This is an optimization exercise on Yosys and OpenROAD, whose aim is small area, not a production implementation. Where RTL was checked, it was by simulation tests only, not by an equivalence proof against the original.

==> v32: inputs <==
==> flow/design.v <==
`timescale 1ns / 1ps
module CPU_Set(
    input CLK,
    input reset,
    input [15:0] camera,
    input [15:0] move_command,
    input [15:0] data_out,
    output [23:0] memory_location,
    output reg [15:0] memory_input,
    output reg [127:0] display,
    output reg write_memory
    );
    localparam [4:0] OP_STORE = 5'd1,  OP_ADD = 5'd2,  OP_SUB = 5'd3,  OP_MOVE = 5'd4,
                     OP_SLL = 5'd5,    OP_SRL = 5'd6,  OP_LHI = 5'd7,  OP_LLO = 5'd8,
                     OP_JUMP = 5'd9,   OP_CAM = 5'd11, OP_MVB = 5'd12, OP_BNE = 5'd13,
                     OP_BEQ = 5'd14,   OP_SLT = 5'd15, OP_AND = 5'd16, OP_OR = 5'd17,
                     OP_NOT = 5'd18,   OP_LOAD = 5'd19, OP_LOADL = 5'd20, OP_STOREL = 5'd21;
    reg [15:0] word;         
    reg [14:0] pc;
    reg [2:0]  rts;          
    reg [1:0]  phase;
    reg        mflag;        
    reg        mready;       
    reg        lstore;       
    reg        addr_word;    
    reg        zero;         
    reg        wr_hi;        
    reg        wr_lo;        
    reg [15:0] P;            
    reg        loc_ls;       
    wire [4:0] op  = word[15:11];
    wire [4:0] dop = data_out[15:11];
    wire ph0 = phase == 2'd0;
    wire ph1 = phase == 2'd1;
    wire ph2 = phase == 2'd2;
    wire ph3 = phase == 2'd3;
    wire halted = pc > 15'd22;
    wire loc_hw = ph2 & addr_word;
    assign memory_location[23:16] = loc_hw ? P[7:0] : 8'd0;
    assign memory_location[15:8]  = loc_hw ? word[15:8] : loc_ls ? 8'd0 : {1'b0, pc[14:8]};
    assign memory_location[7:0]   = (loc_hw | loc_ls) ? word[7:0] : pc[7:0];
    reg [2:0] ridx;
    always @(*) begin
        case (phase)
            2'd0: ridx = mflag ? rts : data_out[10:8];
            2'd1: ridx = word[7:5];
            default: ridx = word[4:2];
        endcase
    end
    wire [15:0] rdat = display[ridx*16 +: 16];
    function [15:0] rev(input [15:0] x);
        integer k;
        for (k = 0; k < 16; k = k + 1) rev[k] = x[15-k];
    endfunction
    wire        inv = op != OP_ADD;
    wire [16:0] sum = {1'b0, P} + {1'b0, rdat ^ {16{inv}}} + {16'd0, inv};
    wire        eq  = sum[15:0] == 16'd0;
    wire [15:0] shl = P << word[4:1];
    reg [15:0] res;
    always @(*) begin
        case (op)
            OP_ADD, OP_SUB: res = sum[15:0];
            OP_SLT: res = {15'd0, ~sum[16]};
            OP_AND: res = P & rdat;
            OP_OR:  res = P | rdat;
            OP_NOT: res = ~P;
            OP_SLL: res = shl;
            OP_SRL: res = rev(shl);
            default: res = P;    
        endcase
    end
    wire alu_wr = ~addr_word & (op == OP_ADD || op == OP_SUB || op == OP_MOVE || op == OP_SLL ||
                                op == OP_SRL || op == OP_LHI || op == OP_LLO || op == OP_CAM ||
                                op == OP_MVB || op == OP_SLT || op == OP_AND || op == OP_OR ||
                                op == OP_NOT);
    wire taken_br = ~addr_word & ((op == OP_BNE & ~zero) | (op == OP_BEQ & zero));
    wire is_jump  = ~addr_word & (op == OP_JUMP);
    wire [10:0] ja = is_jump ? word[10:0] : taken_br ? {6'd0, word[4:0]} : 11'd0;
    wire ja_zero = ja == 11'd0;
    wire [9:0] mag = {ja[10:2], ja[1] | ja_zero};
    wire [14:0] pc_next = pc + ({{5{ja[0]}}, mag ^ {10{ja[0]}}}) + {14'd0, ja[0]};
    wire ls0    = ph0 & ~mflag & (dop == OP_LOADL || dop == OP_STOREL);
    wire st0    = ph0 & ~mflag & (dop == OP_STOREL);
    wire ldst   = op == OP_LOAD || op == OP_STORE;
    wire ldst1  = ph1 & ~mflag & ldst;
    wire do_ld  = mready & lstore;
    wire [15:0] wdat = word & {16{~reset}};
    integer i;
    always @(posedge CLK) begin
        for (i = 0; i < 8; i = i + 1) begin
            if (reset | (ph3 & wr_hi & rts == i)) display[i*16+8 +: 8] <= wdat[15:8];
            if (reset | (ph3 & wr_lo & rts == i)) display[i*16   +: 8] <= wdat[7:0];
        end
        if (reset | ph2) pc <= pc_next & {15{~reset}};
        if (reset | (ph0 & mflag) | st0) memory_input <= rdat & {16{~reset}};
        if ((ph0 & (~halted | ls0)) | ph2) word <= (ph2 & ~do_ld) ? res : data_out;
        if ((ph0 | ph1) & ~mflag)
            P <= ph0 ? rdat :
                 (op == OP_CAM) ? camera : (op == OP_MVB) ? move_command :
                 (op == OP_SRL) ? rev(rdat) :
                 (ldst | op == OP_LHI | op == OP_LLO) ? {word[7:0], word[7:0]} : rdat;
        if (ldst1 | (ph2 & ~do_ld)) rts <= word[10:8];
        else if (ls0 & dop == OP_LOADL) rts <= data_out[10:8];
        if (ph1) zero <= eq;
        if (reset) begin
            phase <= 2'd3;
            mflag <= 1'b0;
            mready <= 1'b0;
            lstore <= 1'b1;
            write_memory <= 1'b0;
            wr_hi <= 1'b0;
            wr_lo <= 1'b0;
            loc_ls <= 1'b0;
        end else begin
            phase <= halted ? 2'd0 : phase + 2'd1;
            case (phase)
            2'd0: begin
                if (mflag) mready <= 1'b1;
                else if (ls0) begin
                    loc_ls <= 1'b1;
                    mready <= 1'b1;
                    lstore <= dop == OP_LOADL;
                    if (st0) write_memory <= 1'b1;
                end
            end
            2'd1: begin
                addr_word <= mflag;
                if (mflag) begin
                    write_memory <= ~lstore;
                    mflag <= 1'b0;
                end else begin
                    if (ldst) begin
                        mflag <= 1'b1;
                        lstore <= op == OP_LOAD;
                    end
                    if (op == OP_STOREL) write_memory <= 1'b0;
                end
            end
            2'd2: begin
                write_memory <= 1'b0;
                loc_ls <= 1'b0;
                wr_hi <= do_ld | (alu_wr & op != OP_LLO);
                wr_lo <= do_ld | (alu_wr & op != OP_LHI);
                if (do_ld) mready <= 1'b0;
            end
            default: ;
            endcase
        end
    end
endmodule
==> flow/flow/run.sh <==
#!/bin/bash
# Own layout flow: the standard ORFS flow with these changes.
#  2. Ports are buffered with the smallest buffer (buf_1).
#  3. The clock tree uses clkbuf_4 with small sink clusters and no dummy loads.
# Each tool's output goes to its own log in this folder (ORFS also keeps its
# per-step logs in orfs/logs).
set -euo pipefail
here=$(pwd)
export OWN_FLOW_DIR="$here/flow"

# synthesis script: synth_recipe.tcl, sourcing a copy of ORFS synth.tcl whose final
# abc call is replaced by flow/abc_multi.tcl
sed "s#^  log_cmd abc {\*}\$abc_args#  source $here/flow/abc_multi.tcl#" \
    "$FLOW_HOME/scripts/synth.tcl" > "$here/synth_own.tcl"
grep -q "abc_multi.tcl" "$here/synth_own.tcl"
sed "s#\$::env(SCRIPTS_DIR)/synth.tcl#$here/synth_own.tcl#" synth_recipe.tcl > "$here/own_synth.tcl"
grep -q "synth_own.tcl" "$here/own_synth.tcl"
sed "s#SYNTH_SCRIPT=[^ ]*#SYNTH_SCRIPT=$here/own_synth.tcl#" standard.sh > "$here/own_standard.sh"
grep -q "own_synth.tcl" "$here/own_standard.sh"

export BUFFER_PORTS_ARGS="-buffer_cell sky130_fd_sc_hd__buf_1"
export CTS_ARGS="-sink_clustering_enable -repair_clock_nets -dont_use_dummy_load -buf_list {sky130_fd_sc_hd__clkbuf_4} -sink_clustering_size 6 -sink_clustering_max_diameter 40"

bash "$here/own_standard.sh" synth > "$here/synth.log" 2>&1
bash "$here/own_standard.sh" > "$here/layout.log" 2>&1
==> flow/flow/abc.script <==
strash
&get -n
&deepsyn -T 60 -S @SEED@
&put
dch -f
amap -F 4 -A 4
strash
dch -f
amap -F 4 -A 4
topo
==> flow/flow/abc_multi.tcl <==
# Sourced by synth_own.tcl in place of ORFS's final "abc" call.
# Runs the final ABC technology mapping with flow/abc.script once per seed
# and keeps the smallest mapped netlist (by liberty cell area).  Flip-flops are
# mapped before this point and are not touched by ABC.
set own_flow_dir $::env(OWN_FLOW_DIR)
set own_seeds {0 1 2 3}
if { [info exists ::env(OWN_ABC_SEEDS)] } { set own_seeds $::env(OWN_ABC_SEEDS) }
set fh [open $own_flow_dir/abc.script r]
set own_script_text [read $fh]
close $fh
design -save own_pre_abc
set own_best_area -1
foreach own_seed $own_seeds {
  design -load own_pre_abc
  set own_sc $::env(RESULTS_DIR)/abc_seed$own_seed.script
  set fh [open $own_sc w]
  puts -nonewline $fh [string map [list @SEED@ $own_seed] $own_script_text]
  close $fh
  set own_args $abc_args
  lset own_args 1 $own_sc
  log_cmd abc {*}$own_args
  tee -q -o $::env(RESULTS_DIR)/abc_seed$own_seed.stat stat {*}$lib_args
  set fh [open $::env(RESULTS_DIR)/abc_seed$own_seed.stat r]
  set own_stat [read $fh]
  close $fh
  regexp {Chip area for module[^:]*:\s*([0-9.]+)} $own_stat -> own_area
  puts "ABC seed $own_seed: area $own_area"
  if { $own_best_area < 0 || $own_area < $own_best_area } {
    set own_best_area $own_area
    design -save own_best
  }
}
design -load own_best
puts "ABC best area $own_best_area"
==> flow/standard.sh <==
#!/bin/bash
# synth_recipe.tcl (not shown) runs the flow's synth.tcl, then flattens the netlist and writes it again
# the make line also repeats each setting of config.mk as NAME=value (left out here)
make -C /OpenROAD-flow-scripts/flow DESIGN_CONFIG=/design/flow/config.mk WORK_HOME=/design/flow/orfs CLKGATE_MAP_FILE= SYNTH_SCRIPT=/design/flow/synth_recipe.tcl "${@:-finish}"
==> flow/config.mk <==
export PLATFORM = sky130hd
export DESIGN_NAME = CPU_Set
export DESIGN_NICKNAME = CPU_Set
export VERILOG_FILES = /design/flow/design.v
export SDC_FILE = /design/flow/constraint.sdc
export NUM_CORES = 4
export LEC_CHECK = 0
export ABC_AREA = 1
export CAP_MARGIN = 5
export CORE_MARGIN = 2
export CORE_UTILIZATION = 55
export GPL_TIMING_DRIVEN = 0
export SLEW_MARGIN = 5
==> flow/constraint.sdc <==
create_clock -name core_clock -period 10.0 [get_ports {CLK}]
set_input_delay 2.0000 -clock core_clock [delete_from_list [all_inputs] [get_ports {CLK}]]
set_output_delay 2.0000 -clock core_clock [all_outputs]
set_load 0.01 [all_outputs]
==> v18: changes against v32 <==
--- a/flow/design.v
+++ b/flow/design.v
@@ -90,4 +90,4 @@
         for (i = 0; i < 8; i = i + 1) begin
-            if (reset | (ph3 & wr_hi & rts == i)) display[i*16+8 +: 8] <= wdat[15:8];
-            if (reset | (ph3 & wr_lo & rts == i)) display[i*16   +: 8] <= wdat[7:0];
+            if (reset | (wr_hi & rts == i)) display[i*16+8 +: 8] <= wdat[15:8];
+            if (reset | (wr_lo & rts == i)) display[i*16   +: 8] <= wdat[7:0];
         end
@@ -104,2 +104,4 @@
         if (ph1) zero <= eq;
+        wr_hi <= ~reset & ph2 & (do_ld | (alu_wr & op != OP_LLO));
+        wr_lo <= ~reset & ph2 & (do_ld | (alu_wr & op != OP_LHI));
         if (reset) begin
@@ -110,4 +112,2 @@
             write_memory <= 1'b0;
-            wr_hi <= 1'b0;
-            wr_lo <= 1'b0;
             loc_ls <= 1'b0;
@@ -141,4 +141,2 @@
                 loc_ls <= 1'b0;
-                wr_hi <= do_ld | (alu_wr & op != OP_LLO);
-                wr_lo <= do_ld | (alu_wr & op != OP_LHI);
                 if (do_ld) mready <= 1'b0;
--- a/flow/flow/run.sh
+++ b/flow/flow/run.sh
@@ -2,2 +2,8 @@
 # Own layout flow: the standard ORFS flow with these changes.
+#     - no extract_fa: adders are left as plain gates for ABC instead of being
+#       hard-mapped to half/full adder cells;
+#     - the final ABC technology mapping: flow/abc_multi.tcl runs flow/abc.script
+#       (area-oriented: deepsyn + amap) with a few seeds and keeps the smallest netlist.
+#     Both only touch combinational logic; the flip-flop mapping and register names
+#     are unchanged.
 #  2. Ports are buffered with the smallest buffer (buf_1).
@@ -12,5 +18,7 @@
 # abc call is replaced by flow/abc_multi.tcl
-sed "s#^  log_cmd abc {\*}\$abc_args#  source $here/flow/abc_multi.tcl#" \
+sed -e "s#^  log_cmd abc {\*}\$abc_args#  source $here/flow/abc_multi.tcl#" \
+    -e "s#^  extract_fa {\*}\[dont_use_extract_fa_args\]#  puts {extract_fa skipped by own flow}#" \
     "$FLOW_HOME/scripts/synth.tcl" > "$here/synth_own.tcl"
 grep -q "abc_multi.tcl" "$here/synth_own.tcl"
+grep -q "extract_fa skipped" "$here/synth_own.tcl"
 sed "s#\$::env(SCRIPTS_DIR)/synth.tcl#$here/synth_own.tcl#" synth_recipe.tcl > "$here/own_synth.tcl"
--- a/flow/flow/abc_multi.tcl
+++ b/flow/flow/abc_multi.tcl
@@ -5,3 +5,3 @@
 set own_flow_dir $::env(OWN_FLOW_DIR)
-set own_seeds {0 1 2 3}
+set own_seeds {0}
 if { [info exists ::env(OWN_ABC_SEEDS)] } { set own_seeds $::env(OWN_ABC_SEEDS) }
--- a/flow/config.mk
+++ b/flow/config.mk
@@ -8,6 +8,6 @@
 export ABC_AREA = 1
-export CAP_MARGIN = 5
+export CAP_MARGIN = 20
 export CORE_MARGIN = 2
-export CORE_UTILIZATION = 55
-export GPL_TIMING_DRIVEN = 0
-export SLEW_MARGIN = 5
+export CORE_UTILIZATION = 60
+export SETUP_SLACK_MARGIN = 0.4
+export SLEW_MARGIN = 20
==> v36: changes against v32 <==
--- a/flow/design.v
+++ b/flow/design.v
@@ -17,4 +17,5 @@
                      OP_NOT = 5'd18,   OP_LOAD = 5'd19, OP_LOADL = 5'd20, OP_STOREL = 5'd21;
-    reg [15:0] word;         
+    reg [15:0] word;
     reg [14:0] pc;
+    reg [7:0]  hi;           
     reg [2:0]  rts;          
@@ -26,6 +27,6 @@
     reg        zero;         
-    reg        wr_hi;        
-    reg        wr_lo;        
+    reg        pload;        
     reg [15:0] P;            
-    reg        loc_ls;       
+    reg        loc_pc;       
+    reg        loc_hw;       
     wire [4:0] op  = word[15:11];
@@ -37,6 +38,5 @@
     wire halted = pc > 15'd22;
-    wire loc_hw = ph2 & addr_word;
-    assign memory_location[23:16] = loc_hw ? P[7:0] : 8'd0;
-    assign memory_location[15:8]  = loc_hw ? word[15:8] : loc_ls ? 8'd0 : {1'b0, pc[14:8]};
-    assign memory_location[7:0]   = (loc_hw | loc_ls) ? word[7:0] : pc[7:0];
+    assign memory_location[23:16] = loc_hw ? hi : 8'd0;
+    assign memory_location[15:8]  = loc_hw ? word[15:8] : loc_pc ? {1'b0, pc[14:8]} : 8'd0;
+    assign memory_location[7:0]   = loc_pc ? pc[7:0] : word[7:0];
     reg [2:0] ridx;
@@ -68,3 +68,4 @@
             OP_SRL: res = rev(shl);
-            default: res = P;    
+            OP_LHI, OP_LLO: res = {word[7:0], word[7:0]};
+            default: res = P;
         endcase
@@ -75,2 +76,6 @@
                                 op == OP_NOT);
+    wire [2:0]  wdst = pload ? rts : word[10:8];
+    wire [15:0] wdat = P & {16{~reset}};
+    wire wr_hi = ph3 & (pload | (alu_wr & op != OP_LLO));
+    wire wr_lo = ph3 & (pload | (alu_wr & op != OP_LHI));
     wire taken_br = ~addr_word & ((op == OP_BNE & ~zero) | (op == OP_BEQ & zero));
@@ -83,6 +88,4 @@
     wire st0    = ph0 & ~mflag & (dop == OP_STOREL);
-    wire ldst   = op == OP_LOAD || op == OP_STORE;
-    wire ldst1  = ph1 & ~mflag & ldst;
-    wire do_ld  = mready & lstore;
-    wire [15:0] wdat = word & {16{~reset}};
+    wire ldst1  = ph1 & ~mflag & (op == OP_LOAD || op == OP_STORE);
+    wire do_ld  = ph2 & mready & lstore;
     integer i;
@@ -90,4 +93,4 @@
         for (i = 0; i < 8; i = i + 1) begin
-            if (reset | (ph3 & wr_hi & rts == i)) display[i*16+8 +: 8] <= wdat[15:8];
-            if (reset | (ph3 & wr_lo & rts == i)) display[i*16   +: 8] <= wdat[7:0];
+            if (reset | (wr_hi && wdst == i)) display[i*16+8 +: 8] <= wdat[15:8];
+            if (reset | (wr_lo && wdst == i)) display[i*16   +: 8] <= wdat[7:0];
         end
@@ -95,9 +98,8 @@
         if (reset | (ph0 & mflag) | st0) memory_input <= rdat & {16{~reset}};
-        if ((ph0 & (~halted | ls0)) | ph2) word <= (ph2 & ~do_ld) ? res : data_out;
-        if ((ph0 | ph1) & ~mflag)
-            P <= ph0 ? rdat :
-                 (op == OP_CAM) ? camera : (op == OP_MVB) ? move_command :
-                 (op == OP_SRL) ? rev(rdat) :
-                 (ldst | op == OP_LHI | op == OP_LLO) ? {word[7:0], word[7:0]} : rdat;
-        if (ldst1 | (ph2 & ~do_ld)) rts <= word[10:8];
+        if (ph0 & (~halted | ls0)) word <= data_out;
+        if (ph0 | ph1 | ph2)
+            P <= do_ld ? data_out : ph2 ? res : (ph1 & op == OP_CAM) ? camera : (ph1 & op == OP_MVB) ? move_command :
+                 (ph1 & op == OP_SRL) ? rev(rdat) : rdat;
+        if (ldst1) hi <= word[7:0];
+        if (ldst1) rts <= word[10:8];
         else if (ls0 & dop == OP_LOADL) rts <= data_out[10:8];
@@ -110,5 +112,6 @@
             write_memory <= 1'b0;
-            wr_hi <= 1'b0;
-            wr_lo <= 1'b0;
-            loc_ls <= 1'b0;
+            addr_word <= 1'b1;
+            pload <= 1'b0;
+            loc_pc <= 1'b1;
+            loc_hw <= 1'b0;
         end else begin
@@ -119,3 +122,4 @@
                 else if (ls0) begin
-                    loc_ls <= 1'b1;
+                    loc_pc <= 1'b0;
+                    loc_hw <= 1'b0;
                     mready <= 1'b1;
@@ -129,5 +133,7 @@
                     write_memory <= ~lstore;
+                    loc_pc <= 1'b0;
+                    loc_hw <= 1'b1;
                     mflag <= 1'b0;
                 end else begin
-                    if (ldst) begin
+                    if (ldst1) begin
                         mflag <= 1'b1;
@@ -140,6 +146,6 @@
                 write_memory <= 1'b0;
-                loc_ls <= 1'b0;
-                wr_hi <= do_ld | (alu_wr & op != OP_LLO);
-                wr_lo <= do_ld | (alu_wr & op != OP_LHI);
-                if (do_ld) mready <= 1'b0;
+                loc_pc <= 1'b1;
+                loc_hw <= 1'b0;
+                pload <= mready & lstore;
+                if (mready & lstore) mready <= 1'b0;
             end
==> flow/flow/run.sh (replaced) <==
#!/bin/bash
set -euo pipefail
here=$(pwd)

# synthesis script: synth_recipe.tcl, sourcing a copy of ORFS synth.tcl whose final abc
# call uses our ABC script
sed "s#^  log_cmd abc {\*}\$abc_args#  lset abc_args 1 $here/flow/abc.script\n  log_cmd abc {*}\$abc_args#" \
    "$FLOW_HOME/scripts/synth.tcl" > "$here/synth_own.tcl"
grep -q "flow/abc.script" "$here/synth_own.tcl"
sed "s#\$::env(SCRIPTS_DIR)/synth.tcl#$here/synth_own.tcl#" synth_recipe.tcl > "$here/own_synth.tcl"
grep -q "synth_own.tcl" "$here/own_synth.tcl"
sed "s#SYNTH_SCRIPT=[^ ]*#SYNTH_SCRIPT=$here/own_synth.tcl#" standard.sh > "$here/own_standard.sh"
grep -q "own_synth.tcl" "$here/own_standard.sh"

export BUFFER_PORTS_ARGS="-buffer_cell sky130_fd_sc_hd__buf_1"
export CTS_ARGS="-sink_clustering_enable -repair_clock_nets -dont_use_dummy_load -buf_list {sky130_fd_sc_hd__clkbuf_4} -sink_clustering_size 8 -sink_clustering_max_diameter 50"

bash "$here/own_standard.sh" synth > "$here/synth.log" 2>&1
bash "$here/own_standard.sh" > "$here/layout.log" 2>&1
==> flow/flow/abc.script (replaced) <==
strash
&get -n
&deepsyn -T 60
&put
dch
amap
strash
dch
amap
topo
--- a/flow/config.mk
+++ b/flow/config.mk
@@ -8,6 +8,5 @@
 export ABC_AREA = 1
-export CAP_MARGIN = 5
+export CAP_MARGIN = 20
 export CORE_MARGIN = 2
 export CORE_UTILIZATION = 55
-export GPL_TIMING_DRIVEN = 0
-export SLEW_MARGIN = 5
+export SLEW_MARGIN = 20
removed: flow/flow/abc_multi.tcl
==> v9: changes against v32 <==
--- a/flow/design.v
+++ b/flow/design.v
@@ -90,4 +90,4 @@
         for (i = 0; i < 8; i = i + 1) begin
-            if (reset | (ph3 & wr_hi & rts == i)) display[i*16+8 +: 8] <= wdat[15:8];
-            if (reset | (ph3 & wr_lo & rts == i)) display[i*16   +: 8] <= wdat[7:0];
+            if (reset | (wr_hi & rts == i)) display[i*16+8 +: 8] <= wdat[15:8];
+            if (reset | (wr_lo & rts == i)) display[i*16   +: 8] <= wdat[7:0];
         end
@@ -104,2 +104,4 @@
         if (ph1) zero <= eq;
+        wr_hi <= ~reset & ph2 & (do_ld | (alu_wr & op != OP_LLO));
+        wr_lo <= ~reset & ph2 & (do_ld | (alu_wr & op != OP_LHI));
         if (reset) begin
@@ -110,4 +112,2 @@
             write_memory <= 1'b0;
-            wr_hi <= 1'b0;
-            wr_lo <= 1'b0;
             loc_ls <= 1'b0;
@@ -141,4 +141,2 @@
                 loc_ls <= 1'b0;
-                wr_hi <= do_ld | (alu_wr & op != OP_LLO);
-                wr_lo <= do_ld | (alu_wr & op != OP_LHI);
                 if (do_ld) mready <= 1'b0;
--- a/flow/config.mk
+++ b/flow/config.mk
@@ -8,6 +8,6 @@
 export ABC_AREA = 1
-export CAP_MARGIN = 5
+export CAP_MARGIN = 20
 export CORE_MARGIN = 2
-export CORE_UTILIZATION = 55
+export CORE_UTILIZATION = 70
 export GPL_TIMING_DRIVEN = 0
-export SLEW_MARGIN = 5
+export SLEW_MARGIN = 20
==> flow_metrics.tcl <==
set metrics [dict create \
    status "timing/DRC/antenna clean" \
    cp-startpoint "data_out[8]" \
    synthSimpleGateAreaFrac_pct 10.2 \
    synth_top_area_share_pct 54.6 \
    clk_latency_ps 650 \
    grt_pass1_vias 9318 \
    grt_pass1_wl_mm 54.8 \
    met1_length_mm 15.1 \
    cp_max_fo 24 \
    wl_per_cell_um 23.8 \
    detailed_place_hpwl_mm 27.9 \
    drtPass1Iterations 8 \
    flops_and_latches 205 \
    buffers 241 \
    nFillCells 1701 \
    wl_mm 37.8 \
    routed_via_density 6.55 \
    start_util_pct 55.7 \
    power_density_mw_per_mm2 199 \
]
# the run above: v32

==> flow_metrics.tcl <==
set metrics [dict create \
    status "timing/DRC/antenna clean" \
    flops_and_latches 205 \
    power_density_mw_per_mm2 195 \
    grt_pass1_vias 10700 \
    detailed_place_hpwl_mm 29.0 \
    nFillCells 883 \
    buffers 227 \
    wl_mm 42.0 \
    grt_pass1_wl_mm 61.4 \
    synth_top_area_share_pct 54.8 \
]
# the run above: v9

==> flow_metrics.tcl <==
set metrics [dict create \
    nFillCells 1728 \
    detailed_place_hpwl_mm 30.8 \
    grt_pass1_wl_mm 60.2 \
    drtPass1Iterations 8 \
    routed_via_density 6.51 \
    wl_mm 41.1 \
    status "timing/DRC/antenna clean" \
    cp_max_fo 32 \
    clk_latency_ps 670 \
    grt_pass1_vias 10100 \
]
# the run above: v36

==> flow_metrics.tcl <==
set metrics [dict create \
    flops_and_latches 205 \
    synth_top_area_share_pct 56.5 \
    status "timing/DRC/antenna clean" \
    synthSimpleGateAreaFrac_pct 10.4 \
    wl_per_cell_um 25.5 \
    start_util_pct 60.9 \
    drtPass1Iterations 10 \
    clk_latency_ps 690 \
    met1_length_mm 13.9 \
    grt_pass1_vias 9700 \
    cp-startpoint "phase[1]" \
    grt_pass1_wl_mm 56.6 \
]
# the run above: v18

Function not checked in v36: the RTL went through the layout flow alone.

re-timing with driven ports:
How much do the figures lean on ideal ports? The routed layouts below were timed once more, with nothing changed but the port constraints.
Step 1 assumes that a clkbuf_16 drives the clock port and a buf_2 every other input.
Step 2 times the ports against the registers' clock, not the clock port: input delays grow and output delays shrink by t, the midpoint of the rising clock arrivals with the driver on.
Slacks: ideal / step 1 / step 2; pairs: ideal / step 1.
run | t (ns) | setup slack, ns | pins driven straight from the clock port
v32 | 0.665 | 1.239 / 1.256 / 0.591 | 1
v18 | 0.666 | 1.167 / 1.167 / 0.529 | 1
v36 | 0.677 | 2.300 / 2.309 / 1.632 | 1
v9 | 0.675 | 1.828 / 1.847 / 1.171 | 1
After both steps setup and hold are still met in every run listed. The setup slack of v36, which loses most, moves by +0.009 ns with the drivers and by -0.668 ns with both steps.
